This is an optimization exercise on Yosys and OpenROAD, whose aim is small area, not a production implementation.
Where RTL was checked, it was by simulation tests only, not by an equivalence proof against the original.
Function not checked in runs 2, 5 and 6: the RTL went through the layout flow alone.
No activity file was given, so power comes from the tool's default toggle rates.

==> design/flow/design.v <==
`timescale 1ns/1ps
module reg_file(
    input clk,
    input [31:1] we,
    input [3:0] wdata,
    input [4:0] ra,
    input [4:0] rb,
    output [3:0] qa,
    output [3:0] qb
);
    wire [4*32-1:0] heads;
    assign heads[3:0] = 4'd0;
    genvar g;
    generate
        for (g = 1; g < 32; g = g + 1) begin : R
            reg [31:0] s;
            always @(posedge clk)
                s <= {we[g] ? wdata : s[3:0], s[31:4]};
            assign heads[g*4 +: 4] = s[3:0];
        end
    endgenerate
    assign qa = heads[ra*4 +: 4];
    assign qb = heads[rb*4 +: 4];
endmodule
`timescale 1ns/1ps
module cpu_top(
    input clk,
    input rst,
    output [31:0] imem_addr,
    input  [31:0] imem_rdata,
    output [31:0] dmem_addr,
    output [31:0] dmem_wdata,
    output        dmem_we,
    input  [31:0] dmem_rdata
);
    reg [2:0] ph;         
    reg init;             
    reg r2;               
    reg st_pend;          
    reg c;                
    reg eq;               
    reg [31:2] pc;
    reg [31:0] adr;       
    reg [31:0] wd;        
    assign imem_addr  = {pc, 2'b00};
    assign dmem_addr  = adr;
    assign dmem_wdata = wd;
    assign dmem_we    = st_pend;
    wire [31:0] ins = imem_rdata;
    wire [5:0] op  = ins[31:26];
    wire [4:0] rs  = ins[25:21];
    wire [4:0] rt  = ins[20:16];
    wire [4:0] rd  = ins[15:11];
    wire [5:0] fn  = ins[5:0];
    wire is_r    = op == 6'd0;
    wire is_lw   = op == 6'd35;
    wire is_sw   = op == 6'd43;
    wire is_beq  = op == 6'd4;
    wire is_addi = op == 6'd8;
    wire f_sub = fn == 6'h22;
    wire f_and = fn == 6'h24;
    wire f_or  = fn == 6'h25;
    wire f_xor = fn == 6'h26;
    wire f_slt = fn == 6'h2A;
    wire ph0  = ph == 3'd0;
    wire last = ph == 3'd7;
    wire [3:0] qa, qb;
    reg  [3:0] wnib;
    wire wen;
    wire [4:0] wa = is_r ? rd : rt;
    wire [31:1] we;
    wire [3:0] we_hi;
    wire [7:0] we_lo;
    genvar g;
    generate
        for (g = 0; g < 4; g = g + 1) begin : WH
            assign we_hi[g] = init | (wen & (wa[4:3] == g));
        end
        for (g = 0; g < 8; g = g + 1) begin : WL
            assign we_lo[g] = init | (wa[2:0] == g);
        end
        for (g = 1; g < 32; g = g + 1) begin : WE
            assign we[g] = we_hi[g >> 3] & we_lo[g & 7];
        end
    endgenerate
    reg_file rf(.clk(clk), .we(we), .wdata(wnib), .ra(rs), .rb(rt), .qa(qa), .qb(qb));
    wire [31:0] simm = {{16{ins[15]}}, ins[15:0]};
    wire [3:0] imm_nib = simm[ph*4 +: 4];
    wire use_imm = is_addi | is_lw | is_sw;
    wire do_sub  = is_r & (f_sub | f_slt);
    wire [3:0] a  = qa;
    wire [3:0] b0 = use_imm ? imm_nib : qb;
    wire [3:0] b  = do_sub ? ~b0 : b0;
    wire cin = ph0 ? do_sub : c;
    wire [4:0] sum = {1'b0, a} + {1'b0, b} + {4'd0, cin};
    wire [3:0] x = a ^ b0;
    reg [3:0] res;
    always @(*) begin
        if (is_r & f_and)      res = a & b0;
        else if (is_r & f_or)  res = a | b0;
        else if (is_r & f_xor) res = x;
        else                   res = sum[3:0];
    end
    wire eq_now = (ph0 | eq) & (x == 4'd0);
    wire need_r2 = (is_r & f_slt) | is_lw | is_beq;
    assign wen = ~init & (r2 ? ((is_r & f_slt) | is_lw)
                             : ((is_r & ~f_slt) | is_addi));
    always @(*) begin
        if (init)       wnib = 4'd0;
        else if (!r2)   wnib = res;
        else if (is_lw) wnib = ph0 ? dmem_rdata[3:0] : adr[3:0];
        else            wnib = {3'd0, ph0 & ~c};
    end
    wire cap = r2 & is_lw & ph0;
    wire pc_en = last & ~init & (r2 | ~need_r2);
    wire [29:0] pc_add = (pc_en & r2 & is_beq & eq) ? simm[29:0] : 30'd0;
    always @(posedge clk) begin
        c   <= sum[4];
        if (!r2) eq <= eq_now;
        adr <= {res, cap ? dmem_rdata[31:4] : adr[31:4]};
        wd  <= {qb, wd[31:4]};
    end
    always @(posedge clk or posedge rst) begin
        if (rst) begin
            ph <= 3'd0; init <= 1'b1; r2 <= 1'b0; st_pend <= 1'b0; pc <= 30'd0;
        end else begin
            ph <= ph + 3'd1;
            st_pend <= ~init & ~r2 & is_sw & last;
            pc <= pc + pc_add + {29'd0, pc_en};
            if (last) begin
                init <= 1'b0;
                if (!init)
                    r2 <= ~r2 & need_r2;
            end
        end
    end
endmodule
==> design/flow/flow/run.sh <==
#!/bin/bash
# The standard ORFS flow with three changes to how the layout is made:
#  - synthesis maps the logic with an area-oriented ABC script (flow/area.abc);
#    everything else in synthesis, flip-flop mapping included, is the standard one;
#  - port buffers are buf_1;
#  - the clock tree is built from clkbuf_8 and no dummy loads.
# Each step's full output goes to a log of its own in this folder.
set -euo pipefail
W=$(pwd)
cat > "$W/area_synth.tcl" <<EOT
# The standard flow's synthesis script, with ABC's mapping script replaced by flow/area.abc
proc abc {args} {
  set out {}
  set skip 0
  foreach a \$args {
    if {\$skip} { set skip 0; continue }
    if {\$a eq "-script" || \$a eq "-D"} { set skip 1; continue }
    lappend out \$a
  }
  yosys abc -script $W/flow/area.abc {*}\$out
}
source $W/synth_recipe.tcl
EOT
bash standard.sh "SYNTH_SCRIPT=$W/area_synth.tcl" synth > synth.log 2>&1
bash standard.sh \
  "SYNTH_SCRIPT=$W/area_synth.tcl" \
  "BUFFER_PORTS_ARGS=-buffer_cell sky130_fd_sc_hd__buf_1" \
  "CTS_ARGS=-sink_clustering_enable -repair_clock_nets -dont_use_dummy_load -buf_list sky130_fd_sc_hd__clkbuf_8 -sink_clustering_size 20 -sink_clustering_max_diameter 45" \
  finish > layout.log 2>&1
==> design/flow/flow/area.abc <==
strash
&get -n
&st
&syn2
&dch -f
&nf -R 1000
&put
strash
&get -n
&st
&syn2
&dch -f
&nf -R 1000
&put
==> design/flow/standard.sh <==
#!/bin/bash
# synth_recipe.tcl (not shown) runs the flow's synth.tcl, then flattens the netlist and writes it again
# the make line also repeats each setting of config.mk as NAME=value (left out here)
make -C /OpenROAD-flow-scripts/flow DESIGN_CONFIG=/design/flow/config.mk WORK_HOME=/design/flow/orfs CLKGATE_MAP_FILE= SYNTH_SCRIPT=/design/flow/synth_recipe.tcl "${@:-finish}"
==> design/flow/config.mk <==
export PLATFORM = sky130hd
export DESIGN_NAME = cpu_top
export DESIGN_NICKNAME = cpu_top
export VERILOG_FILES = /design/flow/design.v
export SDC_FILE = /design/flow/constraint.sdc
export NUM_CORES = 4
export LEC_CHECK = 0
export CAP_MARGIN = 20
export CORE_MARGIN = 2
export CORE_UTILIZATION = 65
export SLEW_MARGIN = 20
==> design/flow/constraint.sdc <==
create_clock -name core_clock -period 7.0 [get_ports {clk}]
set_input_delay 1.4000 -clock core_clock [delete_from_list [all_inputs] [get_ports {clk}]]
set_output_delay 1.4000 -clock core_clock [all_outputs]
set_load 0.01 [all_outputs]
==> flow_summary_export.csv, run 1 <==
group,metric,value,unit
outcome,status,"complete, no violations",
place,port-buffer-count,160,
clocking,clockBufferDepth,3,
floorplanning,die_y,211.0,µm
power_and_ir_drop,peakVddDrop,0.2665,mV
sta,final_max_slew_viol_count,0,
worst_setup_path,max_stage_delay,0.48,ns
clocking,cts_made_buffers,75,
sta,fin_skew,0.07088,ns
clocking,cts_tree,"done",
sta,final.period_utilization,0.8596,
sta,finalSetupViolations,0,
layout,final_common_cell,"dfxtp_1",
clocking,clkTransAtPathRegs,0.11,ns
clocking,htreeDepth,3,
synth,async_reset_ff_frac,0.03291,
clocking,clk_latency,0.67,ns
global_routing,grt_use_met1,0.3275,
worst_setup_path,cp_common_cell,"nand2_1",
floorplanning,core,42130,µm²
sta,rsz0062_at_grt,"false",
worst_setup_path,slowest_stage,"a2111oi_0",
layout,drive_gt1_frac,0.06382,
global_routing,track_usage,0.2332,
layout,final_nets,2339,
floorplanning,die_w,211.0,µm
worst_setup_path,worst-setup-path-type,"in2reg",
sta,slew_headroom,0.2847,
global_routing,grt_pass1_vias,14340,
layout,stdcell_count,2765,
synth,netlist_instances,1971,
global_routing,grt_pass1_wl,78210,µm
sta,fin_setup_tns,0,ns
synth,syn-cell-area,27850,µm²
floorplanning,std_cell_rows,75,
sta,fmax,166.2,MHz
routing,drt-initial-drc-count,1194,
worst_setup_path,worstPathMaxFanout,5,
routing,drt-vias-per-instance,5.261,
sta,period_needed,6.017,ns
global_routing,globalRouteOverflowTotal,0,
floorplanning,start_util,0.6611,
synth,synthFlopType,"dfxtp_1",
sta,tightestPinTransition,1.073,ns
place,gp_congestion,0.9263,
global_routing,grt_max_degree,39,
worst_setup_path,cp.required,7.53,ns
clocking,clock_sinks,1094,
routing,dr_total_vias,14550,
global_routing,met3_usage,0.04698,
worst_setup_path,cp_num_cells,28,
synth,synth_warnings,2,
synth,syn_area_per_cell,14.13,µm²
flow_run,drv_cap,0,
synth,synth_seq_cells,1094,
synth,synth_edf_count,1,
synth,synth.distinct_cells,51,
clocking,post_cts_resized,0,
global_routing,grtUsageMet2,0.3620,
routing,firstDrtPassIters,6,
worst_setup_path,cp.arrival,6.55,ns
routing,drt_wl_total,51310,µm
floorplanning,ioPinCount,163,
clocking,ctsHoldBuffers,0,
clocking,postCtsSetupRepairBufs,0,
hold_path,hold_class,"reg2reg",
place,dpl.cell_count,2689,
place,placed_area,29340,µm²
routing,drtAntennaViolNets,0,
power_and_ir_drop,p_per_area,316.3,nW/µm²
worst_setup_path,crit_path_start_kind,"input pin",
worst_setup_path,end_kind,"flip-flop",
layout,layout_common_cells,"1057 x dfxtp_1, 179 x nand2_1, 179 x o21ai_0",
worst_setup_path,crit_start,"imem_rdata[27]",
clocking,cts_root_buffer,"clkbuf_8",
synth,yosysSeqAreaShare,0.7932,
worst_setup_path,worstRegToRegCells,26,
routing,drcViolationCount,0,
routing,wl_per_cell,18.56,µm
sta,finalHoldViolCount,0,
worst_setup_path,rrSetupSlack,1.45,ns
global_routing,antenna_found_initial,1,
layout,final_cell_area,30380,µm²
global_routing,busiest_layer,"met2",
layout,area.growth.synth_to_final,9.065,%
floorplanning,fp.dieArea,44520,µm²
worst_setup_path,rr_endpoint,"pc[31]",
worst_setup_path,r2r-start,"ph[0]",
worst_setup_path,path_buf_inv,2,
power_and_ir_drop,leakagePower,11.95,nW
worst_setup_path,crit_end,"pc[31]",
worst_setup_path,crit_family,"compound AO/OA/AOI/OAI gates",
place,place_hpwl,34680,µm
==> Yosys cell counts, types with 6 or more instances <==
| library cell | instances | share of area |
|---|---|---|
| or2_0 | 7 | 0.0016 |
| o22ai_1 | 57 | 0.013 |
| mux2i_1 | 7 | 0.0025 |
| mux4_2 | 41 | 0.033 |
| dfxtp_1 | 1057 | 0.76 |
| xor2_1 | 18 | 0.0057 |
| clkinv_1 | 30 | 0.0040 |
| xnor2_1 | 17 | 0.0053 |
| a21oi_1 | 46 | 0.0083 |
| and2_0 | 18 | 0.0040 |
| nor2_1 | 91 | 0.012 |
| o211ai_1 | 6 | 0.0016 |
| dfrtp_1 | 35 | 0.031 |
| nand2_1 | 179 | 0.024 |
| nor3_1 | 6 | 0.0011 |
| nor2b_1 | 18 | 0.0040 |
| nand2b_1 | 20 | 0.0045 |
| o21ai_0 | 182 | 0.033 |
| nand3_1 | 7 | 0.0013 |
| ha_1 | 42 | 0.019 |
| a22oi_1 | 8 | 0.0022 |
| mux2_1 | 31 | 0.013 |
==> layout make-up <==
cell class | instances | area, µm²
Tap cell | 539 | 674.4
Inverter | 30 | 112.6
Antenna cell | 1 | 2.502
Multi-Input combinational cell | 846 | 5648
Timing Repair Buffer | 180 | 815.8
Sequential cell | 1094 | 22090
Clock buffer | 75 | 1032
Fill cell | 2807 | 11760
==> flip-flops by register name (all words and copies together) (netlist names) <==
register / cells
c: 1
r2: 1
ph: 3
adr: 32
rf.R.s: 992
eq: 1
st_pend: 1
pc: 30
wd: 32
init: 1
==> per-stage QoR <==
step	power (mW)	hold WS [ns]	setup WS [ns]	utilization
after global routing	9.958	0.2647	0.3949	0.7209
after global placement	7.070	0.3095	0.5802	0.6964
after detailed placement	7.082	0.3121	0.4643	0.6964
after floorplan	6.809	0.3096	0.4103	-
final	9.608	0.2681	0.9827	0.7210
after CTS	9.704	0.2675	1.043	0.7209
==> kinds of logic after synthesis <==
family	synth area share
flops	0.7932
simple gates	0.05656
compound gates	0.06460
mux	0.04820
fa+ha+maj	0.02174
xor+xnor	0.01101
buf+inv	0.004582
other cells	0.0001346
==> per-layer routing <==
metal | vias up | wire (µm)
li1 | 7085 | -
met1 | 6863 | 23860
met2 | 488 | 22720
met3 | 112 | 3256
met4 | 0 | 1469
met5 | - | 0
==> power by group <==
| part | switching [mW] | total (mW) | internal [mW] |
|---|---|---|---|
| clock | 1.70 | 2.67 | 0.966 |
| combinational | 0.329 | 0.497 | 0.168 |
| sequential | 0.0709 | 6.44 | 6.37 |
==> worst min-delay path by stage <==
stage / start / to / slack [ns] / cells past startpoint
2_1_floorplan: rf.R[10].s[4] / rf.R[10].s[0] / 0.31 / 0
3_3_place_gp: rf.R[29].s[12] / rf.R[29].s[8] / 0.31 / 0
3_5_place_dp: rf.R[12].s[4] / rf.R[12].s[0] / 0.31 / 0
4_1_cts: rf.R[5].s[14] / rf.R[5].s[10] / 0.27 / 0
5_1_grt: rf.R[5].s[14] / rf.R[5].s[10] / 0.26 / 0
6_report: rf.R[19].s[20] / rf.R[19].s[16] / 0.27 / 0
==> run 2, diff against run 1 <==
--- a/design/flow/design.v
+++ b/design/flow/design.v
@@ -37,14 +37,10 @@
     reg init;             
     reg r2;               
-    reg st_pend;          
     reg c;                
     reg eq;               
     reg [31:2] pc;
     reg [31:0] adr;       
-    reg [31:0] wd;        
+    reg [27:0] wd;        
     assign imem_addr  = {pc, 2'b00};
-    assign dmem_addr  = adr;
-    assign dmem_wdata = wd;
-    assign dmem_we    = st_pend;
     wire [31:0] ins = imem_rdata;
     wire [5:0] op  = ins[31:26];
@@ -102,4 +98,7 @@
         else                   res = sum[3:0];
     end
+    assign dmem_addr  = {res, adr[31:4]};
+    assign dmem_wdata = {qb, wd};
+    assign dmem_we    = last & ~init & ~r2 & is_sw;
     wire eq_now = (ph0 | eq) & (x == 4'd0);
     wire need_r2 = (is_r & f_slt) | is_lw | is_beq;
@@ -109,8 +108,8 @@
         if (init)       wnib = 4'd0;
         else if (!r2)   wnib = res;
-        else if (is_lw) wnib = ph0 ? dmem_rdata[3:0] : adr[3:0];
+        else if (is_lw) wnib = adr[3:0];
         else            wnib = {3'd0, ph0 & ~c};
     end
-    wire cap = r2 & is_lw & ph0;
+    wire cap = last & ~init & ~r2 & is_lw;
     wire pc_en = last & ~init & (r2 | ~need_r2);
     wire [29:0] pc_add = (pc_en & r2 & is_beq & eq) ? simm[29:0] : 30'd0;
@@ -118,13 +117,12 @@
         c   <= sum[4];
         if (!r2) eq <= eq_now;
-        adr <= {res, cap ? dmem_rdata[31:4] : adr[31:4]};
-        wd  <= {qb, wd[31:4]};
+        adr <= cap ? dmem_rdata : {res, adr[31:4]};
+        wd  <= {qb, wd[27:4]};
     end
     always @(posedge clk or posedge rst) begin
         if (rst) begin
-            ph <= 3'd0; init <= 1'b1; r2 <= 1'b0; st_pend <= 1'b0; pc <= 30'd0;
+            ph <= 3'd0; init <= 1'b1; r2 <= 1'b0; pc <= 30'd0;
         end else begin
             ph <= ph + 3'd1;
-            st_pend <= ~init & ~r2 & is_sw & last;
             pc <= pc + pc_add + {29'd0, pc_en};
             if (last) begin
--- a/design/flow/flow/run.sh
+++ b/design/flow/flow/run.sh
@@ -4,5 +4,5 @@
 #    everything else in synthesis, flip-flop mapping included, is the standard one;
 #  - port buffers are buf_1;
-#  - the clock tree is built from clkbuf_8 and no dummy loads.
+#  - the clock tree is built from clkbuf_4 with small clusters and no dummy loads.
 # Each step's full output goes to a log of its own in this folder.
 set -euo pipefail
@@ -26,4 +26,4 @@
   "SYNTH_SCRIPT=$W/area_synth.tcl" \
   "BUFFER_PORTS_ARGS=-buffer_cell sky130_fd_sc_hd__buf_1" \
-  "CTS_ARGS=-sink_clustering_enable -repair_clock_nets -dont_use_dummy_load -buf_list sky130_fd_sc_hd__clkbuf_8 -sink_clustering_size 20 -sink_clustering_max_diameter 45" \
+  "CTS_ARGS=-sink_clustering_enable -repair_clock_nets -dont_use_dummy_load -buf_list sky130_fd_sc_hd__clkbuf_4 -sink_clustering_size 10 -sink_clustering_max_diameter 40" \
   finish > layout.log 2>&1
--- a/design/flow/config.mk
+++ b/design/flow/config.mk
@@ -8,4 +8,4 @@
 export CAP_MARGIN = 20
 export CORE_MARGIN = 2
-export CORE_UTILIZATION = 65
+export CORE_UTILIZATION = 72
 export SLEW_MARGIN = 20
==> run 2 against run 1 <==
Net effect: still clean; via count rose by 5.9%; clock power shrank 2%; power grew 0.20%; combinational power increased by 15%; clock-buffer cell count rose by 55; sequential share of layout area down 0.089 points; cell count rose by 1.9%; worst setup slack got worse by 0.66 ns; sequential power barely moved; critical path type is now in2out; largest power group unchanged.
==> flow_summary_export.csv, run 2 <==
group,metric,value,unit
routing,wl_per_cell,20.40,µm
routing,drt_wl_total,57480,µm
worst_setup_path,crit_family,"compound AO/OA/AOI/OAI gates",
clocking,clkTransAtPathRegs,0.09,ns
synth,syn_area_per_cell,13.93,µm²
layout,top_regs,"rf.R.s: 992 flops, adr: 32 flops, pc: 30 flops",
outcome,status,"complete, no violations",
sta,fmax,149.7,MHz
global_routing,grt_max_degree,39,
floorplanning,die_w,201.2,µm
power_and_ir_drop,leakagePower,11.99,nW
sta,final.period_utilization,0.9543,
floorplanning,start_util,0.7262,
clocking,ctsHoldBuffers,0,
global_routing,grt_pass1_wl,86550,µm
clocking,clock_sinks,1089,
global_routing,grtUsageMet2,0.4611,
synth,synth_top_area_frac,0.7528,
synth,async_reset_ff_frac,0.03214,
routing,firstDrtPassIters,5,
layout,largest_register,"rf.R.s",
synth,synth_warnings,2,
clocking,cts_tree,"done",
routing,dr_total_vias,15410,
floorplanning,ioPinCount,163,
worst_setup_path,crit_path_start_kind,"input pin",
worst_setup_path,path_buf_inv,4,
clocking,clockBufferDepth,3,
synth,yosys-top-cells-count,"1053 x dfxtp_1, 189 x o21ai_0, 175 x nand2_1",
power_and_ir_drop,p_per_area,318.0,nW/µm²
layout,final_cell_area,30270,µm²
synth,yosysMostFrequentCell,"dfxtp_1",
floorplanning,core,38560,µm²
global_routing,track_usage,0.2856,
sta,finalHoldViolCount,0,
hold_path,hold_class,"reg2reg",
worst_setup_path,worstPathMaxFanout,28,
floorplanning,die_y,201.2,µm
routing,drcViolationCount,0,
global_routing,busiest_layer,"met2",
layout,drive_gt1_frac,0.08715,
synth,synthTopCellsByArea,"dfxtp_1 75%, o21ai_0 3.4%, dfrtp_1 3.0%, mux4_2 3.0%, nand2_1 2.3%",
synth,synth_edf_count,1,
global_routing,antenna_found_initial,5,
worst_setup_path,cp.arrival,5.28,ns
synth,yosysSeqAreaShare,0.7852,
worst_setup_path,slowest_stage,"mux4_2",
sta,setup_ws,0.3198,ns
worst_setup_path,max_stage_delay,0.56,ns
clocking,postCtsSetupRepairBufs,0,
sta,fin_skew,0.1124,ns
synth,synth.distinct_cells,47,
synth,syn-cell-area,28000,µm²
global_routing,grt_use_met1,0.3714,
floorplanning,std_cell_rows,72,
synth,synth_seq_cells,1089,
worst_setup_path,cp.required,5.60,ns
clocking,htreeDepth,4,
global_routing,met3_usage,0.06236,
sta,period_needed,6.680,ns
sta,rsz0062_at_grt,"false",
layout,layout_common_cells,"1053 x dfxtp_1, 186 x o21ai_0, 175 x nand2_1",
sta,final_max_slew_viol_count,0,
routing,drt-initial-drc-count,1074,
layout,final_nets,2409,
clocking,clk_latency,0.87,ns
layout,largest_register_ffs,992,
floorplanning,fp.dieArea,40480,µm²
synth,netlist_instances,2010,
place,port-buffer-count,160,
sta,fin_setup_tns,0,ns
place,place_hpwl,37940,µm
sta,tightestPinTransition,1.112,ns
power_and_ir_drop,peakVddDrop,0.2383,mV
worst_setup_path,cp_common_cell,"o21ai_0",
place,placed_area,29280,µm²
worst_setup_path,worst-setup-path-type,"in2out",
flow_run,drv_cap,0,
place,post-place-ws,0.3151,ns
layout,stdcell_count,2817,
routing,drt-vias-per-instance,5.470,
worst_setup_path,path_cells,"buf_1 -> nand2b_1 -> buf_12 -> o22ai_1 -> o21ai_0 -> o21ai_0 -> mux4_2 -> a22oi_2 -> xnor2_1 -> fa_1 -> clkinv_1 -> fa_1 -> mux2_1 -> o21ai_0 -> o21ai_0 -> buf_1",
sta,slew_headroom,0.2545,
worst_setup_path,end_kind,"primary output",
place,gp_congestion,0.8789,
clocking,cts_made_buffers,130,
layout,area.growth.synth_to_final,8.106,%
synth,synthFlopType,"dfxtp_1",
global_routing,globalRouteOverflowTotal,0,
routing,drtAntennaViolNets,0,
global_routing,grt_pass1_vias,15360,
layout,final_common_cell,"dfxtp_1",
synth,yosysTopAreaCell,"dfxtp_1",
sta,finalSetupViolations,0,
clocking,cts_root_buffer,"clkbuf_4",
place,dpl.cell_count,2683,
[run 2: layer usage]
layer,routed length [µm],part of all wire,vias to the layer above
li1,-,-,7319
met1,24290,0.42,7324
met2,26960,0.47,631
met3,4016,0.070,132
met4,2195,0.038,2
met5,14,0.00024,-
[run 2: where the power goes]
group | total (mW) | switching, mW | internal, mW
sequential | 6.44 | 0.0791 | 6.36
clock | 2.61 | 1.75 | 0.860
combinational | 0.574 | 0.387 | 0.187
total | 9.63 | 2.22 | 7.41
[run 2: worst paths after layout]
| path | slack (ns) | to | cells after the start | from |
|---|---|---|---|---|
| setup / recovery | 0.32 | dmem_addr[29] | 16 | imem_rdata[16] |
| hold / removal | 0.27 | rf.R[10].s[16] | 0 | rf.R[10].s[20] |
| setup reg to reg | 1.35 | pc[31] | 20 | init |
| hold reg to reg | 0.27 | rf.R[10].s[16] | 0 | rf.R[10].s[20] |
| max in group asynchronous | 6.01 | ph[1] | 3 | rst |
| min in group asynchronous | 0.63 | pc[29] | 3 | rst |
[run 2: area by class of cell]
type	instances	area [µm²]
flip-flops and latches	1089	21990
well taps	518	648.1
inverters	23	86.33
repair buffers	184	833.3
clock buffers	130	975.9
multi-input cells	869	5729
diodes	4	10.01
fillers	2229	8287
[run 2: repair_timing]
item,in CTS,in global routing
hold endpoints to repair,0,0
setup endpoints to repair,0,1
gates resized for setup,0,1
[run 2: cells by family after synthesis]
kind of cell    Yosys count  synth area share
compound gates          333           0.06564
xor+xnor                 34           0.01063
fa+ha+maj                46           0.02163
buf+inv                  53           0.01113
flops                  1089            0.7852
mux                      83           0.04795
other cells               1         0.0001339
simple gates            371           0.05764
[run 2: metrics by stage]
stage / hold WS [ns] / total power [mW] / utilization
after floorplan: 0.3096 / 6.919 / -
after global placement: 0.3095 / 7.141 / 0.7594
after detailed placement: 0.3121 / 7.154 / 0.7594
after CTS: 0.2734 / 9.704 / 0.7847
after global routing: 0.2646 / 10.00 / 0.7851
final: 0.2667 / 9.627 / 0.7851
==> run 3, diff against run 2 <==
--- a/design/flow/design.v
+++ b/design/flow/design.v
@@ -37,10 +37,14 @@
     reg init;             
     reg r2;               
+    reg st_pend;          
     reg c;                
     reg eq;               
     reg [31:2] pc;
     reg [31:0] adr;       
-    reg [27:0] wd;        
+    reg [31:0] wd;        
     assign imem_addr  = {pc, 2'b00};
+    assign dmem_addr  = adr;
+    assign dmem_wdata = wd;
+    assign dmem_we    = st_pend;
     wire [31:0] ins = imem_rdata;
     wire [5:0] op  = ins[31:26];
@@ -82,11 +86,16 @@
     reg_file rf(.clk(clk), .we(we), .wdata(wnib), .ra(rs), .rb(rt), .qa(qa), .qb(qb));
     wire [31:0] simm = {{16{ins[15]}}, ins[15:0]};
-    wire [3:0] imm_nib = simm[ph*4 +: 4];
+    wire [31:0] bimm = {simm[29:0], 2'b00};
+    wire [31:0] pcw  = {pc, 2'b00};
+    wire [3:0] imm_nib  = simm[ph*4 +: 4];
+    wire [3:0] bimm_nib = bimm[ph*4 +: 4];
+    wire [3:0] pc_nib   = pcw[ph*4 +: 4];
+    wire tgt     = r2 & is_beq;                  
     wire use_imm = is_addi | is_lw | is_sw;
     wire do_sub  = is_r & (f_sub | f_slt);
-    wire [3:0] a  = qa;
-    wire [3:0] b0 = use_imm ? imm_nib : qb;
+    wire [3:0] a  = tgt ? (ph0 ? {pc[3:2], 2'b11} : pc_nib) : qa;
+    wire [3:0] b0 = tgt ? bimm_nib : (use_imm ? imm_nib : qb);
     wire [3:0] b  = do_sub ? ~b0 : b0;
-    wire cin = ph0 ? do_sub : c;
+    wire cin = ph0 ? (do_sub | tgt) : c;
     wire [4:0] sum = {1'b0, a} + {1'b0, b} + {4'd0, cin};
     wire [3:0] x = a ^ b0;
@@ -98,7 +107,4 @@
         else                   res = sum[3:0];
     end
-    assign dmem_addr  = {res, adr[31:4]};
-    assign dmem_wdata = {qb, wd};
-    assign dmem_we    = last & ~init & ~r2 & is_sw;
     wire eq_now = (ph0 | eq) & (x == 4'd0);
     wire need_r2 = (is_r & f_slt) | is_lw | is_beq;
@@ -108,22 +114,26 @@
         if (init)       wnib = 4'd0;
         else if (!r2)   wnib = res;
-        else if (is_lw) wnib = adr[3:0];
+        else if (is_lw) wnib = ph0 ? dmem_rdata[3:0] : adr[3:0];
         else            wnib = {3'd0, ph0 & ~c};
     end
-    wire cap = last & ~init & ~r2 & is_lw;
+    wire cap = r2 & is_lw & ph0;
     wire pc_en = last & ~init & (r2 | ~need_r2);
-    wire [29:0] pc_add = (pc_en & r2 & is_beq & eq) ? simm[29:0] : 30'd0;
+    wire [31:0] tnext = {res, adr[31:4]};
     always @(posedge clk) begin
         c   <= sum[4];
         if (!r2) eq <= eq_now;
-        adr <= cap ? dmem_rdata : {res, adr[31:4]};
-        wd  <= {qb, wd[27:4]};
+        adr <= {res, cap ? dmem_rdata[31:4] : adr[31:4]};
+        wd  <= {qb, wd[31:4]};
     end
     always @(posedge clk or posedge rst) begin
         if (rst) begin
-            ph <= 3'd0; init <= 1'b1; r2 <= 1'b0; pc <= 30'd0;
+            ph <= 3'd0; init <= 1'b1; r2 <= 1'b0; st_pend <= 1'b0; pc <= 30'd0;
         end else begin
             ph <= ph + 3'd1;
-            pc <= pc + pc_add + {29'd0, pc_en};
+            st_pend <= ~init & ~r2 & is_sw & last;
+            if (pc_en & tgt & eq)
+                pc <= tnext[31:2];
+            else
+                pc <= pc + {29'd0, pc_en};
             if (last) begin
                 init <= 1'b0;
==> run 3 against run 2 <==
Net effect: combinational power fell by about 50%; fmax rose by 24%; final area fell by 0.33%; clock-buffer cell count rose by 1; power fell by 2.5%; core utilization rose by 1.2 points; sequential cell count rose by 5; area after synthesis fell by 0.81%; critical endpoint is now rf.R[4].s[30]; largest power group unchanged.
==> flow_summary_export.csv, run 3 <==
group,metric,value,unit
worst_setup_path,worstRegToRegCells,17,
sta,fin_skew,0.1010,ns
worst_setup_path,end_kind,"flip-flop",
synth,synthTopCellsByArea,"dfxtp_1 76%, mux4_2 5.2%, dfrtp_1 3.2%, nand2_1 2.6%, o21ai_0 2.5%",
routing,wl_per_cell,21.89,µm
layout,largest_register_ffs,992,
layout,drive_gt1_frac,0.1015,
worst_setup_path,worst-setup-path-type,"in2reg",
worst_setup_path,path_cells,"clkbuf_2 -> o21ai_0 -> a21oi_1 -> o21bai_1 -> mux4_2 -> nor2_1 -> a21oi_1 -> mux2i_1 -> a21oi_1 -> xnor2_1 -> fa_1 -> clkinv_1 -> fa_1 -> xnor2_1 -> nand2_1 -> o21ai_0 -> a221oi_1 -> o21ai_2 -> buf_4 -> o21ai_0",
clocking,clkTransAtPathRegs,0.11,ns
clocking,cts_root_buffer,"clkbuf_4",
global_routing,grt_max_degree,37,
synth,yosysSeqAreaShare,0.7955,
hold_path,min_from,"rf.R[20].s[17]",
clocking,htreeDepth,4,
place,port-buffer-count,160,
synth,synthFlopType,"dfxtp_1",
layout,final_common_cell,"dfxtp_1",
clocking,postCtsSetupRepairBufs,0,
layout,final_util,0.7973,
layout,top_regs,"rf.R.s: 992 flops, adr: 32 flops, wd: 32 flops",
place,place_hpwl,39370,µm
global_routing,track_usage,0.3053,
power_and_ir_drop,pwr-share-clk,0.286,
global_routing,globalRouteOverflowTotal,0,
worst_setup_path,path_buf_inv,3,
layout,final_nets,2312,
sta,hold-worst-slack,0.2917,ns
layout,multi_input_area,5584,µm²
power_and_ir_drop,p_seq_frac,0.684,
worst_setup_path,cp.required,7.76,ns
clocking,clk_latency,0.88,ns
synth,netlist_instances,1917,
power_and_ir_drop,power.share.combinational,0.030,
hold_path,hold_class,"reg2reg",
worst_setup_path,cp_num_cells,20,
clocking,cts_tree,"done",
floorplanning,die_w,200.4,µm
floorplanning,core,37840,µm²
flow_run,drv_cap,0,
worst_setup_path,crit_start,"imem_rdata[17]",
sta,final.period_utilization,0.7700,
hold_path,hold_path_depth,0,
clocking,post_cts_resized,0,
layout,seq_area,22090,µm²
global_routing,antenna_found_initial,2,
worst_setup_path,slowest_stage,"clkbuf_2",
sta,rsz0062_at_grt,"false",
synth,yosysMostFrequentCell,"dfxtp_1",
routing,drcViolationCount,0,
routing,firstDrtPassIters,6,
place,gp_congestion,0.9136,
worst_setup_path,cp.arrival,6.15,ns
power_and_ir_drop,p_sw,2.072,mW
worst_setup_path,crit_family,"compound AO/OA/AOI/OAI gates",
clocking,cts_made_buffers,131,
outcome,status,"complete, no violations",
routing,drt-vias-per-instance,5.644,
sta,period_needed,5.390,ns
clocking,clockBufferDepth,3,
clocking,clock_sinks,1094,
routing,drt_wl_total,59970,µm
synth,synth_edf_count,1,
global_routing,grt_pass1_wl,92560,µm
worst_setup_path,r2r-start,"ph[1]",
floorplanning,ioPinCount,163,
routing,drt-initial-drc-count,1381,
routing,dr_total_vias,15460,
sta,slew_headroom,0.1383,
power_and_ir_drop,peakVddDrop,0.2872,mV
synth,yosysTopAreaCell,"dfxtp_1",
sta,fmax,185.5,MHz
floorplanning,fp.dieArea,40160,µm²
synth,syn_area_per_cell,14.49,µm²
layout,nFillCells,2059,
floorplanning,start_util,0.7339,
power_and_ir_drop,p_per_area,311.0,nW/µm²
power_and_ir_drop,swShare,0.2208,
sta,final_max_slew_viol_count,0,
synth,yosys-top-cells-count,"1057 x dfxtp_1, 193 x nand2_1, 138 x o21ai_0",
sta,finalSetupViolations,0,
synth,synth.distinct_cells,51,
sta,fin_setup_tns,0,ns
layout,layout_common_cells,"1057 x dfxtp_1, 193 x nand2_1, 156 x buf_1",
worst_setup_path,worstPathMaxFanout,31,
worst_setup_path,max_stage_delay,0.68,ns
synth,async_reset_ff_frac,0.03291,
sta,tightestPinTransition,1.282,ns
synth,synth_warnings,2,
synth,synth_top_area_frac,0.7619,
power_and_ir_drop,internal-power,7.311,mW
floorplanning,die_y,200.4,µm
synth,synth_seq_cells,1094,
clocking,ctsHoldBuffers,0,
worst_setup_path,crit_path_start_kind,"input pin",
layout,area.growth.synth_to_final,8.636,%
synth,syn-cell-area,27770,µm²
power_and_ir_drop,leakagePower,11.78,nW
floorplanning,std_cell_rows,71,
sta,finalHoldViolCount,0,
layout,largest_register,"rf.R.s",
routing,drtAntennaViolNets,0,
global_routing,grt_pass1_vias,15900,
[run 3: cell types whose count changed after synthesis, moves of 18 or more]
cell | before | now
buf_4 | 30 | 2
ha_1 | 42 | 16
a21oi_1 | 54 | 91
o22ai_1 | 53 | 8
nor2_1 | 103 | 84
mux4_2 | 37 | 64
o21ai_0 | 189 | 138
nand2_1 | 175 | 193
[run 3: final timing paths]
kind | to | slack, ns
worst max-delay path | rf.R[4].s[30] | 1.61
worst min-delay path | rf.R[20].s[13] | 0.29
worst max register to register | rf.R[14].s[31] | 1.76
worst min register to register | rf.R[20].s[13] | 0.29
max in group asynchronous | init | 5.94
min in group asynchronous | pc[4] | 0.62
[run 3: routing by layer]
metal,GRT usage,wire length [µm]
met4,0.1045,1639
met3,0.06476,4268
met1,0.4188,25800
met5,0,0
met2,0.4903,28270
[run 3: final cells by class]
class,count,area share
diodes,3,0.0002488
flip-flops and latches,1094,0.7322
clock buffers,131,0.03260
inverters,31,0.003857
repair buffers,179,0.02480
multi-input cells,791,0.1851
well taps,511,0.02119
[run 3: stage by stage]
step	setup WS (ns)	cell area, µm²	std cells	power [mW]
finish	1.610	30170	2740	9.384
global route	1.289	30170	2739	9.703
CTS	1.714	30150	2737	9.430
detailed placement	0.8507	29170	2606	6.837
global placement	1.006	29170	2606	6.821
floorplan	0.6050	27780	1918	6.663
[run 3: power groups by stage]
| stage | Combinational, mW | Clock, mW | Sequential, mW |
|---|---|---|---|
| after floorplan | 0.113 | 0 | 6.55 |
| after global placement | 0.273 | 0 | 6.55 |
| after detailed placement | 0.281 | 0 | 6.56 |
| after CTS | 0.284 | 2.73 | 6.41 |
| after global routing | 0.306 | 2.97 | 6.43 |
| final | 0.285 | 2.68 | 6.42 |
[run 3: cell families after synthesis]
kind of cell	Yosys count	synth area share
DFF	1094	0.7955
and+or+nand+nor	335	0.05019
AOI/OAI and AO/OA	281	0.05600
muxes	123	0.07474
buffers and inverters	33	0.004730
xor gates and xnor gates	32	0.01009
adders and majority gates	18	0.008650
other	1	0.0001350
==> run 4, diff against run 3 <==
==> design/flow/flow/run.sh (replaced) <==
#!/bin/bash
# The standard ORFS flow with three changes to how the layout is made:
#  - synthesis maps the logic with an area-oriented ABC script (flow/area.abc) and
#    leaves adders to ABC instead of mapping them to adder cells first; everything
#    else in synthesis, flip-flop mapping included, is the standard one;
#  - port buffers are buf_1;
#  - the clock tree is built from clkbuf_4 with small clusters and no dummy loads.
# Each step's full output goes to a log of its own in this folder.
set -euo pipefail
W=$(pwd)
cat > "$W/area_synth.tcl" <<EOT
# The standard flow's synthesis script, with ABC's mapping script replaced by flow/area.abc
proc abc {args} {
  set out {}
  set skip 0
  foreach a \$args {
    if {\$skip} { set skip 0; continue }
    if {\$a eq "-script" || \$a eq "-D"} { set skip 1; continue }
    lappend out \$a
  }
  yosys abc -script $W/flow/area.abc {*}\$out
}
source $W/synth_recipe.tcl
EOT
bash standard.sh "SYNTH_SCRIPT=$W/area_synth.tcl" "ADDER_MAP_FILE=" synth > synth.log 2>&1
bash standard.sh \
  "SYNTH_SCRIPT=$W/area_synth.tcl" "ADDER_MAP_FILE=" \
  "BUFFER_PORTS_ARGS=-buffer_cell sky130_fd_sc_hd__buf_1" \
  "CTS_ARGS=-sink_clustering_enable -repair_clock_nets -dont_use_dummy_load -buf_list sky130_fd_sc_hd__clkbuf_4 -sink_clustering_size 9 -sink_clustering_max_diameter 36" \
  finish > layout.log 2>&1
==> run 4 against run 3 <==
Net effect: still clean; clock-buffer cell count increased by 14; wire length grew 4.1%; sequential cell count unchanged; hold slack worse by 0.021 ns; register-to-register slack worse by 0.47 ns; fmax shrank 6.5%; sequential share of layout area grew 0.54 points; critical path depth rose by 2; largest cell class unchanged.
==> flow_summary_export.csv, run 4 <==
group,metric,value,unit
outcome,status,"complete, no violations",
hold_path,min_from,"rf.R[12].s[13]",
routing,drtAntennaViolNets,0,
routing,highest_layer,"met4",
synth,synthFlopType,"dfxtp_1",
routing,drt-initial-drc-count,1260,
layout,final_common_cell,"dfxtp_1",
sta,tightestPinTransition,1.000,ns
sta,fmax,173.5,MHz
sta,period_needed,5.765,ns
synth,synthTopCellsByArea,"dfxtp_1 77%, mux4_2 5.2%, a21oi_1 3.2%, dfrtp_1 3.2%, nor2_1 2.7%",
routing,wl_met2,29000,µm
layout,largest_register_ffs,992,
worst_setup_path,max_stage_delay,0.62,ns
worst_setup_path,crit_start,"imem_rdata[0]",
layout,top_regs,"rf.R.s: 992 flops, adr: 32 flops, wd: 32 flops",
worst_setup_path,worst-setup-path-type,"in2reg",
routing,drt-vias-per-instance,5.661,
worst_setup_path,crit_path_start_kind,"input pin",
sta,final.period_utilization,0.8236,
worst_setup_path,worstPathMaxFanout,8,
layout,final_nets,2283,
routing,met1_length,25210,µm
routing,firstDrtPassIters,6,
synth,yosys-top-cells-count,"1057 x dfxtp_1, 201 x nor2_1, 177 x a21oi_1",
clocking,clockBufferDepth,3,
power_and_ir_drop,leakagePower,11.82,nW
synth,synth_edf_count,1,
worst_setup_path,cp_num_cells,22,
routing,drcViolationCount,0,
routing,dr_total_vias,15460,
clocking,clkTransAtPathRegs,0.09,ns
global_routing,grt_pass1_wl,92330,µm
global_routing,track_usage,0.3223,
global_routing,grt_max_degree,61,
power_and_ir_drop,p_per_area,319.0,nW/µm²
sta,finalHoldViolCount,0,
worst_setup_path,path_cells,"buf_1 -> nor4_1 -> nand3_1 -> a31oi_1 -> nor3_1 -> and3_1 -> and3_1 -> and3_1 -> and2_0 -> and3_1 -> nand3_1 -> nor4_1 -> and2_0 -> nand2_1 -> nor2_1 -> nand3_1 -> nor2_1 -> and3_1 -> nand3_1 -> xnor2_1 -> nand2_1 -> o21ai_0",
floorplanning,die_w,199.4,µm
clocking,post_cts_resized,0,
clocking,clk_latency,0.88,ns
routing,wl_per_cell,22.87,µm
worst_setup_path,path_buf_inv,1,
floorplanning,std_cell_rows,71,
sta,fin_setup_tns,0,ns
global_routing,globalRouteOverflowTotal,0,
floorplanning,die_y,199.4,µm
clocking,clock_sinks,1094,
sta,hold-worst-slack,0.2707,ns
synth,synth_seq_cells,1094,
worst_setup_path,r2r-start,"ph[2]",
synth,async_reset_ff_frac,0.03291,
layout,final_util,0.7952,
global_routing,antenna_found_initial,4,
synth,netlist_instances,1897,
routing,drt_wl_total,62440,µm
synth,synth.distinct_cells,47,
floorplanning,fp.dieArea,39770,µm²
clocking,ctsHoldBuffers,0,
flow_run,drv_cap,0,
clocking,cts_tree,"done",
place,gp_congestion,0.9472,
place,post-place-ws,0.5623,ns
sta,fin_skew,0.08214,ns
synth,synth_top_area_frac,0.7696,
place,place_hpwl,41290,µm
layout,area.growth.synth_to_final,8.938,%
sta,rsz0062_at_grt,"false",
worst_setup_path,cp.arrival,6.43,ns
layout,nFillCells,2042,
worst_setup_path,worstRegToRegCells,19,
clocking,cts_made_buffers,145,
synth,yosysSeqAreaShare,0.8035,
clocking,htreeDepth,4,
global_routing,grt_pass1_vias,15710,
layout,largest_register,"rf.R.s",
synth,syn_area_per_cell,14.49,µm²
worst_setup_path,end_kind,"flip-flop",
power_and_ir_drop,peakVddDrop,0.2498,mV
synth,synth_warnings,2,
place,port-buffer-count,160,
worst_setup_path,cp_common_cell,"and3_1",
sta,slew_headroom,0.3269,
synth,syn-cell-area,27500,µm²
floorplanning,core,37670,µm²
worst_setup_path,cp.required,7.66,ns
sta,finalSetupViolations,0,
layout,drive_gt1_frac,0.1043,
clocking,cts_root_buffer,"clkbuf_4",
worst_setup_path,crit_family,"simple AND/OR/NAND/NOR gates",
sta,final_max_slew_viol_count,0,
clocking,postCtsSetupRepairBufs,0,
routing,routed-wl-met3,4933,µm
worst_setup_path,slowest_stage,"nor3_1",
hold_path,hold_class,"reg2reg",
synth,yosysTopAreaCell,"dfxtp_1",
floorplanning,ioPinCount,163,
floorplanning,start_util,0.7300,
synth,yosysMostFrequentCell,"dfxtp_1",
sta,setup_ws,1.235,ns
hold_path,hold_path_depth,0,
layout,layout_common_cells,"1057 x dfxtp_1, 201 x nor2_1, 175 x a21oi_1",
run 4: logic make-up (layout without fill, tap and decap cells):
family / after synthesis / in the layout / synth area share
flip-flops: 1094 / 1094 / 0.8035
AND/OR/NAND/NOR: 333 / 333 / 0.05079
AO/OA/AOI/OAI: 302 / 302 / 0.06107
multiplexers: 112 / 112 / 0.07135
XOR/XNOR: 27 / 27 / 0.008600
buffers and inverters: 26 / 343 / 0.003822
adder cells (fa/ha/maj): 2 / 2 / 0.0007281
other: 1 / 6 / 0.0001364
run 4: worst paths after layout:
kind	end	slack, ns
max	pc[31]	1.23
min reg2reg	rf.R[12].s[9]	0.27
max in group asynchronous	pc[31]	5.93
min in group asynchronous	pc[11]	0.64
min	rf.R[12].s[9]	0.27
max reg2reg	pc[31]	1.29
run 4: cell type report:
| cell class | instances | area (µm²) | share of cell area |
|---|---|---|---|
| Timing Repair Buffer | 174 | 710.7 | 0.02373 |
| Inverter | 24 | 90.09 | 0.003008 |
| Clock buffer | 145 | 1089 | 0.03634 |
| Tap cell | 511 | 639.4 | 0.02135 |
| Multi-Input combinational cell | 778 | 5321 | 0.1777 |
| Antenna cell | 4 | 10.01 | 0.0003342 |
| Sequential cell | 1094 | 22090 | 0.7376 |
run 4: metrics by stage:
stage	power [mW]	std cells	instance area [µm²]
after global routing	9.883	2729	29950
after global placement	6.880	2581	28840
after CTS	9.617	2726	29930
after detailed placement	6.893	2581	28840
after floorplan	6.692	1898	27500
final	9.553	2730	29950
run 4: power by group:
| part | total [mW] | switching (mW) | internal (mW) | leakage (nW) |
|---|---|---|---|---|
| Combinational | 0.330 | 0.221 | 0.110 | 2.13 |
| Clock | 2.79 | 1.84 | 0.956 | 0.667 |
| Sequential | 6.43 | 0.0858 | 6.35 | 9.02 |
run 4: layer usage:
metal	track usage	up-vias
met3	0.07105	198
li1	-	7050
met4	0.1822	0
met5	0	-
met2	0.5179	769
met1	0.4094	7438
==> run 5, diff against run 4 <==
--- a/design/flow/design.v
+++ b/design/flow/design.v
@@ -20,6 +20,16 @@
         end
     endgenerate
-    assign qa = heads[ra*4 +: 4];
-    assign qb = heads[rb*4 +: 4];
+    reg [3:0] qa_r, qb_r;
+    integer i;
+    always @(*) begin
+        qa_r = 4'd0;
+        qb_r = 4'd0;
+        for (i = 1; i < 32; i = i + 1) begin
+            qa_r = qa_r | (heads[i*4 +: 4] & {4{ra == i}});
+            qb_r = qb_r | (heads[i*4 +: 4] & {4{rb == i}});
+        end
+    end
+    assign qa = qa_r;
+    assign qb = qb_r;
 endmodule
 `timescale 1ns/1ps
==> run 5 against run 4 <==
Net effect: first-iteration DRC count increased by 68%; hold slack improved by 0.0013 ns; core utilization decreased by 0.084 points; die area decreased by 0.54%; sequential share of layout area increased by 0.43 points; worst setup slack got worse by 0.36 ns; sequential power decreased by 2%; largest cell class unchanged; highest routed layer is now met5.
==> flow_summary_export.csv, run 5 <==
group,metric,value,unit
layout,largest_register_ffs,992,
layout,top_regs,"rf.R.s: 992 flops, adr: 32 flops, wd: 32 flops",
layout,final_cell_area,29780,µm²
worst_setup_path,cp.arrival,6.85,ns
floorplanning,fp.dieArea,39550,µm²
clocking,clock_sinks,1094,
floorplanning,core,37490,µm²
clocking,ctsHoldBuffers,0,
worst_setup_path,worst-setup-path-type,"in2reg",
floorplanning,std_cell_rows,71,
sta,setup_ws,0.8715,ns
floorplanning,die_w,198.9,µm
global_routing,grt_pass1_vias,18220,
place,placed_area,28680,µm²
routing,firstDrtPassIters,8,
sta,fin_skew,0.1177,ns
clocking,htreeDepth,4,
synth,netlist_instances,2017,
synth,synth_top_area_frac,0.7739,
sta,slew_headroom,0.1922,
flow_run,drv_cap,0,
synth,syn_area_per_cell,13.56,µm²
routing,wl_met2,38310,µm
worst_setup_path,cp.required,7.73,ns
sta,rsz0062_at_grt,"false",
synth,async_reset_ff_frac,0.03291,
routing,drcViolationCount,0,
clocking,clk_latency,0.92,ns
sta,fin_setup_tns,0,ns
layout,area.growth.synth_to_final,8.914,%
sta,finalHoldViolCount,0,
synth,synth.distinct_cells,51,
synth,yosys-top-cells-count,"1057 x dfxtp_1, 188 x nand2_1, 150 x o21ai_0",
power_and_ir_drop,leakagePower,11.52,nW
clocking,clkTransAtPathRegs,0.11,ns
synth,yosysSeqAreaShare,0.8080,
clocking,cts_root_buffer,"clkbuf_4",
clocking,cts_tree,"done",
clocking,clockBufferDepth,3,
worst_setup_path,crit_path_start_kind,"input pin",
place,gp_congestion,1.038,
routing,dr_total_vias,18060,
place,port-buffer-count,160,
global_routing,grt_pass1_wl,117300,µm
sta,final_max_slew_viol_count,0,
layout,final_common_cell,"dfxtp_1",
routing,routed-wl-met3,9216,µm
place,post-place-ws,0.5614,ns
synth,syn-cell-area,27340,µm²
sta,fmax,163.2,MHz
global_routing,antenna_found_initial,9,
routing,drt-initial-drc-count,2111,
routing,met1_length,28540,µm
place,dpl.cell_count,2700,
layout,final_nets,2399,
power_and_ir_drop,p_per_area,310.3,nW/µm²
floorplanning,die_y,198.9,µm
power_and_ir_drop,peakVddDrop,0.3032,mV
synth,synthFlopType,"dfxtp_1",
hold_path,hold_path_depth,0,
layout,layout_common_cells,"1057 x dfxtp_1, 188 x nand2_1, 160 x buf_1",
global_routing,grt_max_degree,61,
routing,drtAntennaViolNets,0,
routing,drt-vias-per-instance,6.337,
clocking,cts_made_buffers,142,
floorplanning,ioPinCount,163,
clocking,postCtsSetupRepairBufs,0,
routing,drt_wl_total,82850,µm
global_routing,globalRouteOverflowTotal,0,
outcome,status,"complete, no violations",
worst_setup_path,end_kind,"flip-flop",
worst_setup_path,worstPathMaxFanout,31,
layout,nFillCells,1875,
synth,synth_edf_count,1,
sta,finalSetupViolations,0,
sta,tightestPinTransition,1.195,ns
sta,period_needed,6.129,ns
clocking,post_cts_resized,0,
routing,wl_per_cell,29.08,µm
layout,largest_register,"rf.R.s",
worst_setup_path,worstRegToRegCells,18,
routing,highest_layer,"met5",
synth,yosysTopAreaCell,"dfxtp_1",
place,place_hpwl,57050,µm
floorplanning,start_util,0.7294,
synth,synth_seq_cells,1094,
layout,drive_gt1_frac,0.06864,
sta,final.period_utilization,0.8755,
synth,synth_warnings,2,
synth,yosysMostFrequentCell,"dfxtp_1",
global_routing,track_usage,0.4224,
layout,stdcell_count,2849,
hold_path,hold_class,"reg2reg",
synth,synthTopCellsByArea,"dfxtp_1 77%, dfrtp_1 3.2%, o21ai_0 2.7%, nand2_1 2.6%, nor2_1 1.9%",
run 5: changes by cell type after synthesis, moves of 10 or more:
cell	delta
a21oi_1	-131
nand2_1	+122
o21ai_0	+93
mux4_2	-64
nor2_1	-60
a22oi_1	+57
a22o_1	+32
a221oi_1	+29
nand4_1	+21
nand3_1	+10
run 5: layout make-up:
type,count,area [µm²],share of cell area
repair buffers,173,698.2,0.02344
clock buffers,142,1066,0.03580
diodes,7,17.52,0.0005882
inverters,21,78.83,0.002647
well taps,511,639.4,0.02147
multi-input cells,901,5187,0.1742
flip-flops and latches,1094,22090,0.7419
run 5: per-layer routing:
layer	vias to the layer above	GRT usage
met3	499	0.1372
met2	1420	0.6801
met1	8603	0.4812
met5	-	0.01788
li1	7523	-
met4	10	0.2847
run 5: power by group:
part           internal [mW]  switching [mW]
Clock                  0.936            1.88
Sequential              6.25          0.0278
Combinational         0.0450           0.106
Total                   7.23            2.01
run 5: kinds of logic after synthesis:
logic type / Yosys count / synth area share
DFF: 1094 / 0.8080
and+or+nand+nor: 445 / 0.07175
AOI/OAI and AO/OA: 381 / 0.08978
muxes: 44 / 0.01757
xor gates and xnor gates: 28 / 0.008969
buffers and inverters: 23 / 0.003432
adders and majority gates: 1 / 0.0003661
other: 1 / 0.0001371
run 5: metrics by stage:
step                      power, mW  utilization  hold slack, ns
final                         9.239       0.7944          0.2720
after global routing          9.475       0.7941          0.2698
after CTS                     9.245       0.7935          0.2700
after detailed placement      6.557       0.7651          0.3121
after global placement        6.548       0.7651          0.3096
after floorplan               6.476            -          0.3096
run 5: critical path, cell delays in order:
cell and delay (ns):
buf_1 0.25, nand2b_1 0.35, nor2_1 0.26, a22o_1 0.24
a221oi_1 0.28, nand3_1 0.20, or4_1 0.52, o21ai_0 0.19
o21ai_0 0.33, clkinv_1 0.19, nor2_1 0.08, a211o_1 0.30
a21oi_1 0.30, nand2_1 0.09, o211ai_1 0.14, xnor2_1 0.10
a22o_1 0.27, o22ai_1 0.16, nand2b_1 0.07, buf_4 0.28
o21ai_0 0.84
run 5: path summary, 6_finish.rpt:
kind	from	to	slack [ns]
min reg2reg	rf.R[19].s[23]	rf.R[19].s[19]	0.27
max in group asynchronous	rst	init	6.03
min	rf.R[19].s[23]	rf.R[19].s[19]	0.27
max	imem_rdata[16]	rf.R[10].s[30]	0.87
max reg2reg	r2	rf.R[10].s[30]	1.33
min in group asynchronous	rst	pc[12]	0.59
==> run 6, diff against run 5 <==
--- a/design/flow/flow/run.sh
+++ b/design/flow/flow/run.sh
@@ -27,4 +27,4 @@
   "SYNTH_SCRIPT=$W/area_synth.tcl" "ADDER_MAP_FILE=" \
   "BUFFER_PORTS_ARGS=-buffer_cell sky130_fd_sc_hd__buf_1" \
-  "CTS_ARGS=-sink_clustering_enable -repair_clock_nets -dont_use_dummy_load -buf_list sky130_fd_sc_hd__clkbuf_4 -sink_clustering_size 9 -sink_clustering_max_diameter 36" \
+  "CTS_ARGS=-sink_clustering_enable -repair_clock_nets -dont_use_dummy_load -buf_list sky130_fd_sc_hd__clkbuf_4 -sink_clustering_size 8 -sink_clustering_max_diameter 32" \
   finish > layout.log 2>&1
==> run 6 against run 5 <==
Net effect: still clean; clock skew fell by 0.0022 ns; fmax rose by 1.4%; sequential cell count did not move; clock power rose by 5%; cell count rose by 0.46%; global-route usage fell by 0.17 points; critical path depth fell by 5; synthesized cell count did not move; area after synthesis did not move; critical path type unchanged; critical endpoint is now rf.R[1].s[28]; largest power group unchanged.
==> flow_summary_export.csv, run 6 <==
group,metric,value,unit
routing,drt-initial-drc-count,2064,
floorplanning,ioPinCount,163,
layout,area.growth.synth_to_final,9.326,%
sta,setup_ws,0.9551,ns
worst_setup_path,crit_family,"compound AO/OA/AOI/OAI gates",
floorplanning,die_w,198.9,µm
worst_setup_path,cp.required,7.70,ns
routing,drt-vias-per-instance,6.281,
global_routing,globalRouteOverflowTotal,0,
synth,synth_edf_count,1,
power_and_ir_drop,internal-power,7.328,mW
synth,synth_seq_cells,1094,
power_and_ir_drop,leakagePower,11.59,nW
sta,finalHoldViolCount,0,
synth,syn-cell-area,27340,µm²
sta,tightestPinTransition,1.192,ns
layout,top_regs,"rf.R.s: 992 flops, adr: 32 flops, wd: 32 flops",
clocking,clkTransAtPathRegs,0.08,ns
flow_run,drv_cap,0,
worst_setup_path,max_stage_delay,0.89,ns
synth,yosys-top-cells-count,"1057 x dfxtp_1, 188 x nand2_1, 150 x o21ai_0",
clocking,htreeDepth,4,
routing,drt_wl_total,82680,µm
synth,yosysTopAreaCell,"dfxtp_1",
synth,netlist_instances,2017,
global_routing,track_usage,0.4207,
clocking,ctsHoldBuffers,0,
sta,final_max_slew_viol_count,0,
global_routing,grt_pass1_wl,116900,µm
synth,yosysMostFrequentCell,"dfxtp_1",
worst_setup_path,slowest_stage,"o21ai_2",
global_routing,grt_max_degree,61,
sta,fmax,165.4,MHz
sta,final.period_utilization,0.8636,
layout,largest_register_ffs,992,
clocking,cts_root_buffer,"clkbuf_4",
clocking,cts_made_buffers,158,
worst_setup_path,end_kind,"flip-flop",
synth,synthTopCellsByArea,"dfxtp_1 77%, dfrtp_1 3.2%, o21ai_0 2.7%, nand2_1 2.6%, nor2_1 1.9%",
worst_setup_path,path_buf_inv,3,
layout,layout_common_cells,"1057 x dfxtp_1, 188 x nand2_1, 160 x buf_1",
sta,finalSetupViolations,0,
floorplanning,start_util,0.7294,
floorplanning,std_cell_rows,71,
routing,dr_total_vias,17980,
layout,final_util,0.7974,
worst_setup_path,path_cells,"buf_1 -> nand2b_1 -> nor2_1 -> a22o_1 -> a221oi_1 -> nand3_1 -> or4_1 -> o21ai_0 -> o21ai_0 -> a21oi_1 -> o21ai_0 -> o21ai_0 -> clkinv_1 -> o21ai_2 -> buf_4 -> o21ai_0",
routing,drtAntennaViolNets,0,
power_and_ir_drop,swShare,0.2181,
global_routing,grt_pass1_vias,18250,
clocking,cts_tree,"done",
floorplanning,die_y,198.9,µm
place,post-place-ws,0.5614,ns
sta,slew_headroom,0.1941,
layout,final_cell_area,29890,µm²
worst_setup_path,worstPathMaxFanout,17,
hold_path,hold_class,"reg2reg",
layout,drive_gt1_frac,0.07499,
floorplanning,fp.dieArea,39550,µm²
layout,final_nets,2415,
sta,rsz0062_at_grt,"false",
place,place_hpwl,57050,µm
power_and_ir_drop,pwr-share-clk,0.315,
sta,hold-worst-slack,0.2764,ns
synth,synthFlopType,"dfxtp_1",
worst_setup_path,worst-setup-path-type,"in2reg",
layout,final_common_cell,"dfxtp_1",
synth,yosysSeqAreaShare,0.8080,
synth,async_reset_ff_frac,0.03291,
place,placed_area,28680,µm²
layout,nFillCells,1863,
worst_setup_path,cp_common_cell,"o21ai_0",
global_routing,antenna_found_initial,9,
routing,firstDrtPassIters,8,
place,port-buffer-count,160,
power_and_ir_drop,p_seq_frac,0.669,
power_and_ir_drop,p_sw,2.044,mW
synth,syn_area_per_cell,13.56,µm²
clocking,post_cts_resized,0,
synth,synth.distinct_cells,51,
floorplanning,core,37490,µm²
clocking,clock_sinks,1094,
sta,fin_setup_tns,0,ns
routing,wl_per_cell,28.89,µm
power_and_ir_drop,p_total,9.372,mW
synth,synth_warnings,2,
routing,drcViolationCount,0,
layout,stdcell_count,2862,
synth,synth_top_area_frac,0.7739,
outcome,status,"complete, no violations",
sta,fin_skew,0.1154,ns
power_and_ir_drop,power.share.combinational,0.016,
worst_setup_path,cp.arrival,6.74,ns
worst_setup_path,crit_path_start_kind,"input pin",
sta,period_needed,6.045,ns
power_and_ir_drop,p_per_area,313.5,nW/µm²
clocking,postCtsSetupRepairBufs,0,
power_and_ir_drop,peakVddDrop,0.2573,mV
clocking,clockBufferDepth,3,
place,dpl.cell_count,2700,
clocking,clk_latency,0.90,ns
place,gp_congestion,1.038,
layout,largest_register,"rf.R.s",
==> run 6: changes by cell type in the layout (fill, tap and decap cells not counted), sizes merged <==
cell	delta
diode	-3
clkbuf	+16
==> run 6: metal layers <==
layer,part of all wire,GRT usage,vias up
li1,-,-,7558
met1,0.35,0.4724,8473
met2,0.45,0.6682,1437
met3,0.11,0.1494,502
met4,0.085,0.3027,6
met5,0.00056,0,-
==> run 6: final timing paths <==
| path | from | to | slack [ns] | cells after the start |
|---|---|---|---|---|
| min | rf.R[22].s[19] | rf.R[22].s[15] | 0.28 | 0 |
| max | imem_rdata[16] | rf.R[1].s[28] | 0.96 | 16 |
| min reg2reg | rf.R[22].s[19] | rf.R[22].s[15] | 0.28 | 0 |
| min in group asynchronous | rst | pc[17] | 0.64 | 3 |
| max in group asynchronous | rst | pc[13] | 5.99 | 3 |
| max reg2reg | ph[2] | pc[31] | 1.61 | 14 |
==> run 6: cell type report <==
class / count / area [µm²] / area share
Sequential cell: 1094 / 22090 / 0.7391
Multi-Input combinational cell: 901 / 5187 / 0.1735
Clock buffer: 158 / 1186 / 0.03968
Timing Repair Buffer: 173 / 698.2 / 0.02336
Tap cell: 511 / 639.4 / 0.02139
Inverter: 21 / 78.83 / 0.002637
Antenna cell: 4 / 10.01 / 0.0003349
==> run 6: worst register-to-register path, delay by kind of cell, from the launching register on <==
kind            cells  cell delay [ns]
simple gates       12             4.11
flops               1             0.82
xor+xnor            1             0.23
compound gates      1             0.10
==> run 6: logic make-up after synthesis <==
kind of cell | Yosys count | synth area share
xor+xnor | 28 | 0.008969
other cells | 1 | 0.0001371
compound gates | 381 | 0.08978
flops | 1094 | 0.8080
mux | 44 | 0.01757
buf+inv | 23 | 0.003432
simple gates | 445 | 0.07175
fa+ha+maj | 1 | 0.0003661
==> run 6: power by group through the flow <==
stage	combinational, mW	sequential, mW	clock, mW
global route	0.158	6.27	3.20
floorplan	0.0651	6.41	0
CTS	0.144	6.27	2.96
finish	0.151	6.27	2.95
global placement	0.137	6.41	0
detailed placement	0.143	6.41	0
==> run 7, diff against run 6 <==
--- a/design/flow/design.v
+++ b/design/flow/design.v
@@ -20,16 +20,6 @@
         end
     endgenerate
-    reg [3:0] qa_r, qb_r;
-    integer i;
-    always @(*) begin
-        qa_r = 4'd0;
-        qb_r = 4'd0;
-        for (i = 1; i < 32; i = i + 1) begin
-            qa_r = qa_r | (heads[i*4 +: 4] & {4{ra == i}});
-            qb_r = qb_r | (heads[i*4 +: 4] & {4{rb == i}});
-        end
-    end
-    assign qa = qa_r;
-    assign qb = qb_r;
+    assign qa = heads[ra*4 +: 4];
+    assign qb = heads[rb*4 +: 4];
 endmodule
 `timescale 1ns/1ps
--- a/design/flow/flow/run.sh
+++ b/design/flow/flow/run.sh
@@ -27,4 +27,4 @@
   "SYNTH_SCRIPT=$W/area_synth.tcl" "ADDER_MAP_FILE=" \
   "BUFFER_PORTS_ARGS=-buffer_cell sky130_fd_sc_hd__buf_1" \
-  "CTS_ARGS=-sink_clustering_enable -repair_clock_nets -dont_use_dummy_load -buf_list sky130_fd_sc_hd__clkbuf_4 -sink_clustering_size 8 -sink_clustering_max_diameter 32" \
+  "CTS_ARGS=-sink_clustering_enable -repair_clock_nets -dont_use_dummy_load -buf_list sky130_fd_sc_hd__clkbuf_4 -sink_clustering_size 10 -sink_clustering_max_diameter 40" \
   finish > layout.log 2>&1
==> run 7 against run 6 <==
Net effect: worst setup slack improved by 0.24 ns; area after synthesis rose by 0.56%; still clean; clock-buffer cell count fell by 26; core utilization fell by 0.46 points; clock power fell by 9.2%; via count fell by 14%; sequential share of layout area rose by 0.074 points; critical endpoint is now pc[31]; non-clock buffer count rose by 2; cell count fell by 4.9%; combinational power rose by 120%; die area rose by 0.54%; largest power group unchanged; power rose by 0.72%.
==> flow_summary_export.csv, run 7 <==
group,metric,value,unit
place,gp_congestion,0.9472,
routing,wl_per_cell,23.00,µm
sta,final.period_utilization,0.8293,
routing,drt-initial-drc-count,1207,
clocking,postCtsSetupRepairBufs,0,
power_and_ir_drop,internal-power,7.330,mW
synth,synth.distinct_cells,47,
synth,synthTopCellsByArea,"dfxtp_1 77%, mux4_2 5.2%, a21oi_1 3.2%, dfrtp_1 3.2%, nor2_1 2.7%",
synth,yosys-top-cells-count,"1057 x dfxtp_1, 201 x nor2_1, 177 x a21oi_1",
clocking,cts_tree,"done",
power_and_ir_drop,p_per_area,316.1,nW/µm²
global_routing,globalRouteOverflowTotal,0,
worst_setup_path,worst-setup-path-type,"in2reg",
floorplanning,core,37670,µm²
layout,drive_gt1_frac,0.09850,
clocking,htreeDepth,4,
routing,drt_wl_total,62590,µm
synth,yosysMostFrequentCell,"dfxtp_1",
power_and_ir_drop,pwr-share-clk,0.284,
global_routing,grt_max_degree,61,
worst_setup_path,path_cells,"buf_1 -> nor4_1 -> nand3_1 -> a31oi_1 -> nor3_1 -> and3_1 -> and3_1 -> and3_1 -> and2_0 -> and3_1 -> nand3_1 -> nor4_1 -> and2_0 -> nand2_1 -> nor2_1 -> nand3_1 -> nor2_1 -> and3_1 -> nand3_1 -> xnor2_1 -> nand2_1 -> o21ai_0",
synth,async_reset_ff_frac,0.03291,
synth,synth_edf_count,1,
clocking,ctsHoldBuffers,0,
sta,fmax,172.3,MHz
global_routing,antenna_found_initial,4,
power_and_ir_drop,swShare,0.2236,
clocking,cts_root_buffer,"clkbuf_4",
clocking,clkTransAtPathRegs,0.09,ns
floorplanning,start_util,0.7300,
sta,tightestPinTransition,1.271,ns
synth,yosysSeqAreaShare,0.8035,
floorplanning,fp.dieArea,39770,µm²
clocking,clock_sinks,1094,
synth,synth_seq_cells,1094,
routing,dr_total_vias,15480,
sta,finalHoldViolCount,0,
routing,firstDrtPassIters,7,
sta,fin_setup_tns,0,ns
layout,layout_common_cells,"1057 x dfxtp_1, 201 x nor2_1, 177 x a21oi_1",
synth,synthFlopType,"dfxtp_1",
power_and_ir_drop,p_seq_frac,0.681,
clocking,clockBufferDepth,3,
layout,largest_register_ffs,992,
worst_setup_path,end_kind,"flip-flop",
global_routing,grt_pass1_wl,92090,µm
worst_setup_path,crit_family,"simple AND/OR/NAND/NOR gates",
clocking,post_cts_resized,0,
outcome,status,"complete, no violations",
routing,drt-vias-per-instance,5.690,
floorplanning,die_y,199.4,µm
power_and_ir_drop,power.share.combinational,0.035,
power_and_ir_drop,peakVddDrop,0.2765,mV
sta,fin_skew,0.1344,ns
sta,final_max_slew_viol_count,0,
worst_setup_path,cp.required,7.68,ns
synth,netlist_instances,1897,
synth,synth_top_area_frac,0.7696,
worst_setup_path,worstPathMaxFanout,8,
sta,rsz0062_at_grt,"false",
floorplanning,ioPinCount,163,
place,place_hpwl,41290,µm
sta,slew_headroom,0.1527,
power_and_ir_drop,p_total,9.440,mW
power_and_ir_drop,leakagePower,11.76,nW
synth,synth_warnings,2,
worst_setup_path,path_buf_inv,1,
power_and_ir_drop,p_sw,2.110,mW
routing,drcViolationCount,0,
layout,top_regs,"rf.R.s: 992 flops, adr: 32 flops, wd: 32 flops",
clocking,cts_made_buffers,132,
-- run 7: logic make-up after synthesis --
group | count (synthesis) | share of synthesized area
flops | 1094 | 0.8035
simple gates | 333 | 0.05079
compound gates | 302 | 0.06107
mux | 112 | 0.07135
xor+xnor | 27 | 0.008600
buf+inv | 26 | 0.003822
fa+ha+maj | 2 | 0.0007281
other cells | 1 | 0.0001364
-- run 7: worst register-to-register path: stages, from the launching register on --
cell	delay [ns]
dfrtp_1	0.83
nand3_1	0.34
nor3_1	0.73
and3_1	0.33
and3_1	0.24
and3_1	0.22
and2_0	0.21
and3_1	0.25
nand3_1	0.28
nor4_1	0.50
and2_0	0.24
nand2_1	0.10
nor2_1	0.21
nand3_1	0.18
nor2_1	0.23
and3_1	0.27
nand3_1	0.14
xnor2_1	0.15
nand2_1	0.07
o21ai_0	0.11
-- run 7: area by class of cell --
cell class                 count  area [µm²]  share of cell area
inverter                      24       90.09            0.003017
timing repair buffer         175       718.2             0.02405
multi-input combinational    778        5314              0.1779
clock buffer                 132       991.0             0.03318
sequential                  1094       22090              0.7398
tap                          511       639.4             0.02141
antenna                        7       17.52           0.0005866
-- run 7: power by group through the flow --
stage	logic [mW]	registers, mW	clock network (mW)
after CTS	0.325	6.43	2.74
after global placement	0.317	6.56	0
after global routing	0.354	6.44	2.96
after floorplan	0.138	6.55	0
final	0.329	6.43	2.68
after detailed placement	0.323	6.57	0
-- run 7: per-layer routing --
layer  track usage  vias to the layer above  wire length (µm)
met4        0.1654                        0              3221
met2        0.5210                      793             29110
li1              -                     7031                 -
met3       0.07392                      201              5146
met1        0.4103                     7458             25120
met5             0                        -                 0
-- run 7: stage by stage --
stage	worst slack, ns	hold WS (ns)	cells	area [µm²]	util
finish	1.195	0.2422	2721	29860	0.7928
global route	0.8310	0.2746	2720	29860	0.7928
CTS	1.426	0.2596	2713	29830	0.7920
detailed placement	0.5623	0.3121	2581	28840	0.7656
global placement	0.7446	0.3095	2581	28840	0.7656
floorplan	1.406	0.3096	1898	27500	-
-- run 7: worst paths after layout --
kind | endpoint | startpoint | slack, ns | cells after the start
max reg2reg | pc[31] | ph[2] | 1.22 | 19
max in group asynchronous | pc[28] | rst | 5.94 | 3
min reg2reg | rf.R[24].s[11] | rf.R[24].s[15] | 0.24 | 0
max | pc[31] | imem_rdata[0] | 1.19 | 22
min in group asynchronous | pc[11] | rst | 0.61 | 3
min | rf.R[24].s[11] | rf.R[24].s[15] | 0.24 | 0

Setup slack of run 7, layout unchanged: 1.195 ns with ideal ports, 1.152 ns with driving cells assumed (clock clkbuf_16, inputs buf_2), 0.276 ns with port delays also shifted by the 0.876 ns mid clock arrival.
